This design comes from an exercise in tuning for small area on the open sky130 flow, not from production work.
In this exercise RTL edits were held to simulation tests only and were not proved equivalent to the original.
The flow treats the clock pin as an ideal source, which a real chip does not have.
Power figures rest on the tool's default switching activity, not on a simulated workload.

// froge_core
module froge_core (
    input  logic       clk,
    input  logic       rst,           
    input  logic       frame,         
    input  logic [7:0] keycode,
    output logic [9:0] frog_x,
    output logic [9:0] frog_y,
    output logic [2:0] frog_dir,
    output logic       unpaused,
    output logic [7:0] lives,
    output logic [4:0] pads,
    output logic       dead,
    output logic       win,
    output logic [7:0] log_x
);
==> flow/config.mk <==
export PLATFORM = sky130hd
export DESIGN_NAME = froge_core
export DESIGN_NICKNAME = froge_core
export VERILOG_FILES = /design/flow/design.v
export SDC_FILE = /design/flow/constraint.sdc
export NUM_CORES = 4
export LEC_CHECK = 0
export ABC_AREA = 1
export CAP_MARGIN = 0
export CORE_MARGIN = 2
export CORE_UTILIZATION = 65
export SLEW_MARGIN = 0
==> flow/constraint.sdc <==
create_clock -name core_clock -period 20.0 [get_ports {clk}]
set_input_delay 4.0000 -clock core_clock [delete_from_list [all_inputs] [get_ports {clk}]]
set_output_delay 4.0000 -clock core_clock [all_outputs]
set_load 0.01 [all_outputs]
standard.sh (not shown) runs the stock make flow with config.mk's settings and CLKGATE_MAP_FILE= SYNTH_SCRIPT=/design/flow/synth_recipe.tcl, a recipe that flattens the netlist after the stock synthesis.
==> flow/flow/run.sh <==
#!/bin/bash
# Layout flow: the standard synthesis; then the combinational logic is
# re-mapped for area by ABC with four random seeds in parallel (flip-flops and
# their names untouched), each result proven equal to the standard netlist with
# yosys equiv, and the smallest proven one kept; then the standard layout
# with single-drive port buffers and a clock tree of small buffers, the ones
# that drive many flip-flops made stronger after clock tree synthesis.
set -uo pipefail
export RESDIR=$PWD/orfs/results/sky130hd/froge_core/base
export BUFFER_PORTS_ARGS="-buffer_cell sky130_fd_sc_hd__buf_1"
export POST_CTS_TCL=$PWD/flow/clkfix.tcl
export CTS_ARGS="-repair_clock_nets -dont_use_dummy_load -buf_list sky130_fd_sc_hd__clkbuf_4"
bash standard.sh synth > synth.log 2>&1 || exit 1
cp "$RESDIR/1_2_yosys.v" "$RESDIR/1_2_yosys_std.v"
for S in 1 2 3 4; do
  mkdir -p resyn$S
  sed "s/SEED/$S/" flow/resyn.abc > resyn$S/resyn.abc
  RESYN_OUT=$PWD/resyn$S yosys -c flow/resyn.tcl > resyn$S/resyn.log 2>&1 &
done
wait
best=""; bestarea=""
for S in 1 2 3 4; do
  if [ -f resyn$S/1_2_yosys_new.v ] && RESYN_OUT=$PWD/resyn$S yosys -c flow/equiv.tcl > resyn$S/equiv.log 2>&1; then
    a=$(awk '/Chip area/ {print $NF}' resyn$S/stat.txt | tail -1)
    if [ -z "$best" ] || awk -v a="$a" -v b="$bestarea" 'BEGIN{exit !(a < b)}'; then best=$S; bestarea=$a; fi
  fi
done
if [ -n "$best" ]; then
  cp resyn$best/1_2_yosys_new.v "$RESDIR/1_2_yosys.v"
  rm -f "$RESDIR/1_synth.odb" "$RESDIR/1_synth.sdc"
  echo "re-mapped netlist of seed $best in use, area $bestarea" > resyn.log
else
  echo "no re-mapped netlist proven; standard netlist in use" > resyn.log
fi
bash standard.sh > standard.log 2>&1
==> flow/flow/clkfix.tcl <==
set block [ord::get_db_block]
set n_up 0
foreach inst [$block getInsts] {
  if {[[$inst getMaster] getName] ne "sky130_fd_sc_hd__clkbuf_4"} { continue }
  foreach it [$inst getITerms] {
    if {![$it isOutputSignal]} { continue }
    set net [$it getNet]
    if {$net eq "NULL" || [$net getSigType] ne "CLOCK"} { continue }
    set fanout [expr {[llength [$net getITerms]] - 1}]
    if {$fanout > 9} {
      replace_cell [$inst getName] sky130_fd_sc_hd__clkbuf_8
      incr n_up
      puts "clkfix: [$inst getName] drives $fanout sinks, now clkbuf_8"
    }
  }
}
puts "clkfix: $n_up clock buffers upsized"
if {$n_up > 0} {
  detailed_placement
  check_placement -verbose
}
Other scripts of this flow, unchanged in this note and not shown: flow/flow/equiv.tcl, flow/flow/resyn.abc, flow/flow/resyn.tcl
Rerun with:
--- a/flow/flow/run.sh
+++ b/flow/flow/run.sh
@@ -6,2 +6 @@
-# with single-drive port buffers and a clock tree of small buffers, the ones
-# that drive many flip-flops made stronger after clock tree synthesis.
+# with single-drive port buffers and a clock tree of small buffers.
@@ -11,2 +10 @@
-export POST_CTS_TCL=$PWD/flow/clkfix.tcl
-export CTS_ARGS="-repair_clock_nets -dont_use_dummy_load -buf_list sky130_fd_sc_hd__clkbuf_4"
+export CTS_ARGS="-sink_clustering_enable -repair_clock_nets -dont_use_dummy_load -buf_list sky130_fd_sc_hd__clkbuf_8 -sink_clustering_size 16 -sink_clustering_max_diameter 50"
--- a/flow/config.mk
+++ b/flow/config.mk
@@ -9 +9 @@
-export CAP_MARGIN = 0
+export CAP_MARGIN = 20
@@ -12 +12 @@
-export SLEW_MARGIN = 0
+export SLEW_MARGIN = 20
removed: flow/flow/clkfix.tcl
After rerunning: The changed run ran to the end with no violations. Sequential share of layout area fell by 0.48 points. Setup slack improves by 130 ps. Wire length rose slightly. Count of clock-buffer cells in the layout does not change. Cell area rose slightly. Total power rose by a few percent. Combinational power stays flat.
Rerun with:
--- a/flow/flow/run.sh
+++ b/flow/flow/run.sh
@@ -6 +6,2 @@
-# with single-drive port buffers and a clock tree of small buffers.
+# with single-drive port buffers and a clock tree of small buffers, the ones
+# that drive many flip-flops made stronger after clock tree synthesis.
@@ -10 +11,2 @@
-export CTS_ARGS="-sink_clustering_enable -repair_clock_nets -dont_use_dummy_load -buf_list sky130_fd_sc_hd__clkbuf_8 -sink_clustering_size 16 -sink_clustering_max_diameter 50"
+export POST_CTS_TCL=$PWD/flow/clkfix.tcl
+export CTS_ARGS="-repair_clock_nets -dont_use_dummy_load -buf_list sky130_fd_sc_hd__clkbuf_4"
==> flow/flow/clkfix.tcl (new file) <==
set block [ord::get_db_block]
set n_up 0
foreach inst [$block getInsts] {
  if {[[$inst getMaster] getName] ne "sky130_fd_sc_hd__clkbuf_4"} { continue }
  foreach it [$inst getITerms] {
    if {![$it isOutputSignal]} { continue }
    set net [$it getNet]
    if {$net eq "NULL" || [$net getSigType] ne "CLOCK"} { continue }
    set fanout [expr {[llength [$net getITerms]] - 1}]
    if {$fanout > 9} {
      replace_cell [$inst getName] sky130_fd_sc_hd__clkbuf_8
      incr n_up
      puts "clkfix: [$inst getName] drives $fanout sinks, now clkbuf_8"
    }
  }
}
puts "clkfix: $n_up clock buffers upsized"
if {$n_up > 0} {
  detailed_placement
  check_placement -verbose
}
Outcome:
- The changed run completed with no timing, DRC or antenna violations
- total power fell by 6.3%
- worst setup slack loses 22 ps
- worst hold slack degrades by 9.0 ps
- design area is lower by 1.2%
- clock-buffer cell count is unchanged
- die area is unchanged
- global-route usage stays flat
- sequential power stays flat
- core utilization went down by 0.88 points

========
froge_core, a different RTL version from the one above (not shown whole).
For scale: roughly 890 cells after synthesis, ~0.0062 sq mm of cells after synthesis.
Settings: LEC_CHECK=0, ABC_AREA=1, CAP_MARGIN=20, CORE_MARGIN=2, CORE_UTILIZATION=65, SLEW_MARGIN=20; clock period 20.0 ns.
==> flow/flow/run.sh <==
#!/bin/bash
# Layout flow: the standard synthesis; then the combinational logic is
# re-mapped for area by ABC with four random seeds in parallel (flip-flops and
# their names untouched), each result proven equal to the standard netlist with
# yosys equiv, and the smallest proven one kept; then the standard layout
# with single-drive port buffers and a clock tree of small buffers.
set -uo pipefail
export RESDIR=$PWD/orfs/results/sky130hd/froge_core/base
export BUFFER_PORTS_ARGS="-buffer_cell sky130_fd_sc_hd__buf_1"
export CTS_ARGS="-sink_clustering_enable -repair_clock_nets -dont_use_dummy_load -buf_list sky130_fd_sc_hd__clkbuf_4 -sink_clustering_size 8 -sink_clustering_max_diameter 30"
bash standard.sh synth > synth.log 2>&1 || exit 1
cp "$RESDIR/1_2_yosys.v" "$RESDIR/1_2_yosys_std.v"
for S in 1 2 3 4; do
  mkdir -p resyn$S
  sed "s/SEED/$S/" flow/resyn.abc > resyn$S/resyn.abc
  RESYN_OUT=$PWD/resyn$S yosys -c flow/resyn.tcl > resyn$S/resyn.log 2>&1 &
done
wait
best=""; bestarea=""
for S in 1 2 3 4; do
  if [ -f resyn$S/1_2_yosys_new.v ] && RESYN_OUT=$PWD/resyn$S yosys -c flow/equiv.tcl > resyn$S/equiv.log 2>&1; then
    a=$(awk '/Chip area/ {print $NF}' resyn$S/stat.txt | tail -1)
    if [ -z "$best" ] || awk -v a="$a" -v b="$bestarea" 'BEGIN{exit !(a < b)}'; then best=$S; bestarea=$a; fi
  fi
done
if [ -n "$best" ]; then
  cp resyn$best/1_2_yosys_new.v "$RESDIR/1_2_yosys.v"
  rm -f "$RESDIR/1_synth.odb" "$RESDIR/1_synth.sdc"
  echo "re-mapped netlist of seed $best in use, area $bestarea" > resyn.log
else
  echo "no re-mapped netlist proven; standard netlist in use" > resyn.log
fi
bash standard.sh > standard.log 2>&1
Other scripts of this flow, unchanged in this note and not shown: flow/flow/equiv.tcl, flow/flow/resyn.abc, flow/flow/resyn.tcl
Then changed:
--- a/flow/flow/run.sh
+++ b/flow/flow/run.sh
@@ -8,5 +8,5 @@
 export RESDIR=$PWD/orfs/results/sky130hd/froge_core/base
 export BUFFER_PORTS_ARGS="-buffer_cell sky130_fd_sc_hd__buf_1"
-export CTS_ARGS="-sink_clustering_enable -repair_clock_nets -dont_use_dummy_load -buf_list sky130_fd_sc_hd__clkbuf_4 -sink_clustering_size 8 -sink_clustering_max_diameter 30"
+export CTS_ARGS="-repair_clock_nets -dont_use_dummy_load -buf_list sky130_fd_sc_hd__clkbuf_4"
 bash standard.sh synth > synth.log 2>&1 || exit 1
 cp "$RESDIR/1_2_yosys.v" "$RESDIR/1_2_yosys_std.v"
The new run completed with no timing, DRC or antenna violations.
Area after synthesis drops by about 0.32%.
Count of clock-buffer cells in the layout is unchanged.
Design area hardly moves.
Final cell count increases by about 0.9%.
Worst setup slack improves by 0.20 ns.

========
Setup of old:
froge_core, a different RTL version from the one above (not shown whole).
For scale: ~920 cells after synthesis, about 58 I/O pins, roughly 6300 sq um of cells after synthesis.
==> flow/design.v (excerpt) <==
module froge_core (
    input  logic       clk,
    input  logic       rst,           
    input  logic       frame,         
    input  logic [7:0] keycode,
    output logic [9:0] frog_x,
    output logic [9:0] frog_y,
    output logic [2:0] frog_dir,
    output logic       unpaused,
    output logic [7:0] lives,
    output logic [4:0] pads,
    output logic       dead,
    output logic       win,
    output logic [7:0] log_x
);
==> flow/config.mk <==
export PLATFORM = sky130hd
export DESIGN_NAME = froge_core
export DESIGN_NICKNAME = froge_core
export VERILOG_FILES = /design/flow/design.v
export SDC_FILE = /design/flow/constraint.sdc
export NUM_CORES = 4
export LEC_CHECK = 0
export ABC_AREA = 1
export CAP_MARGIN = 20
export CORE_MARGIN = 2
export CORE_UTILIZATION = 65
export SLEW_MARGIN = 20
==> flow/constraint.sdc <==
create_clock -name core_clock -period 20.0 [get_ports {clk}]
set_input_delay 4.0000 -clock core_clock [delete_from_list [all_inputs] [get_ports {clk}]]
set_output_delay 4.0000 -clock core_clock [all_outputs]
set_load 0.01 [all_outputs]
==> flow/flow/run.sh <==
#!/bin/bash
# Layout flow: the standard synthesis; then the combinational logic is
# re-mapped for area by ABC (flip-flops and their names untouched) and proven
# equal to the standard netlist with yosys equiv; then the standard layout
# with single-drive port buffers and a clock tree of small buffers.
set -uo pipefail
export RESDIR=$PWD/orfs/results/sky130hd/froge_core/base
export BUFFER_PORTS_ARGS="-buffer_cell sky130_fd_sc_hd__buf_1"
export CTS_ARGS="-sink_clustering_enable -repair_clock_nets -dont_use_dummy_load -root_buf sky130_fd_sc_hd__clkbuf_8 -buf_list sky130_fd_sc_hd__clkbuf_4 -sink_clustering_size 12 -sink_clustering_max_diameter 40"
bash standard.sh synth > synth.log 2>&1 || exit 1
cp "$RESDIR/1_2_yosys.v" "$RESDIR/1_2_yosys_std.v"
if yosys -c flow/resyn.tcl > resyn.log 2>&1 && yosys -c flow/equiv.tcl > equiv.log 2>&1; then
  cp "$RESDIR/1_2_yosys_new.v" "$RESDIR/1_2_yosys.v"
  rm -f "$RESDIR/1_synth.odb" "$RESDIR/1_synth.sdc"
  echo "re-mapped netlist in use" >> resyn.log
else
  echo "re-mapping failed; standard netlist in use" >> resyn.log
fi
bash standard.sh > standard.log 2>&1
Other scripts of this flow, unchanged in this note and not shown: flow/flow/equiv.tcl, flow/flow/resyn.abc, flow/flow/resyn.tcl
The following lists how new was set up differently from old:
diff --git a/flow/flow/run.sh b/flow/flow/run.sh
--- a/flow/flow/run.sh
+++ b/flow/flow/run.sh
@@ -8,3 +8,3 @@
 export BUFFER_PORTS_ARGS="-buffer_cell sky130_fd_sc_hd__buf_1"
-export CTS_ARGS="-sink_clustering_enable -repair_clock_nets -dont_use_dummy_load -root_buf sky130_fd_sc_hd__clkbuf_8 -buf_list sky130_fd_sc_hd__clkbuf_4 -sink_clustering_size 12 -sink_clustering_max_diameter 40"
+export CTS_ARGS="-sink_clustering_enable -repair_clock_nets -dont_use_dummy_load -buf_list sky130_fd_sc_hd__clkbuf_4 -sink_clustering_size 8 -sink_clustering_max_diameter 30"
 bash standard.sh synth > synth.log 2>&1 || exit 1
==> comparison <==
The flow did not stop early for new: all stages ran, and the layout cleared the timing, DRC and antenna checks. On overall routed net length, old tracks new almost exactly. Measured against each other, old and new differ in combinational group share of total power, the higher figure coming from new. Per the comparison of new with old, power per standard cell area went down, number of ordinary inverters in the final layout comparable, final critical path time including I/O delays and setup went down 110 ps. [new] power after layout fell 0.0000040 W relative to old. The final standard cell utilization of the core was comparable across old and new. Share of the clock period used by the worst path after layout in new is 0.54 points below old. Between old and new, the cell area figures differ only marginally. new leaves more setup margin than old.

==> port drivers added, routing unchanged <==
Ports are ideal in the flow. The routed layouts listed here were re-timed in OpenROAD. Step 1 sets driving cells, clkbuf_16 on the clock port and buf_2 on the other inputs (assumed; they add their load-dependent delay and slew). Step 2 times the ports against the registers' clock, not the clock port: input delays grow and output delays shrink by t, the midpoint of the rising clock arrivals with the driver on. a / b / c = ideal ports / drivers / drivers and shift; a / b = the first two.
| run | shift t [ns] | setup slack, ns | slew at the worst register clock pin (ns) |
|---|---|---|---|
| the first run of note 1 | 0.445 | 9.461 / 9.461 / 9.461 | 0.10 / 0.10 |
| the second run of note 1 | 0.460 | 9.590 / 9.590 / 9.590 | 0.08 / 0.08 |
| the third run of note 1 | 0.444 | 9.568 / 9.568 / 9.568 | 0.11 / 0.11 |
| the first run of note 2 | 0.551 | 9.035 / 9.035 / 9.035 | 0.12 / 0.12 |
| the second run of note 2 | 0.545 | 9.235 / 9.235 / 9.235 | 0.12 / 0.12 |
| old | 0.452 | 9.273 / 9.273 / 9.273 | 0.11 / 0.11 |
| new | 0.561 | 9.380 / 9.380 / 9.380 | 0.11 / 0.11 |
After both steps setup and hold are still met in every run listed.
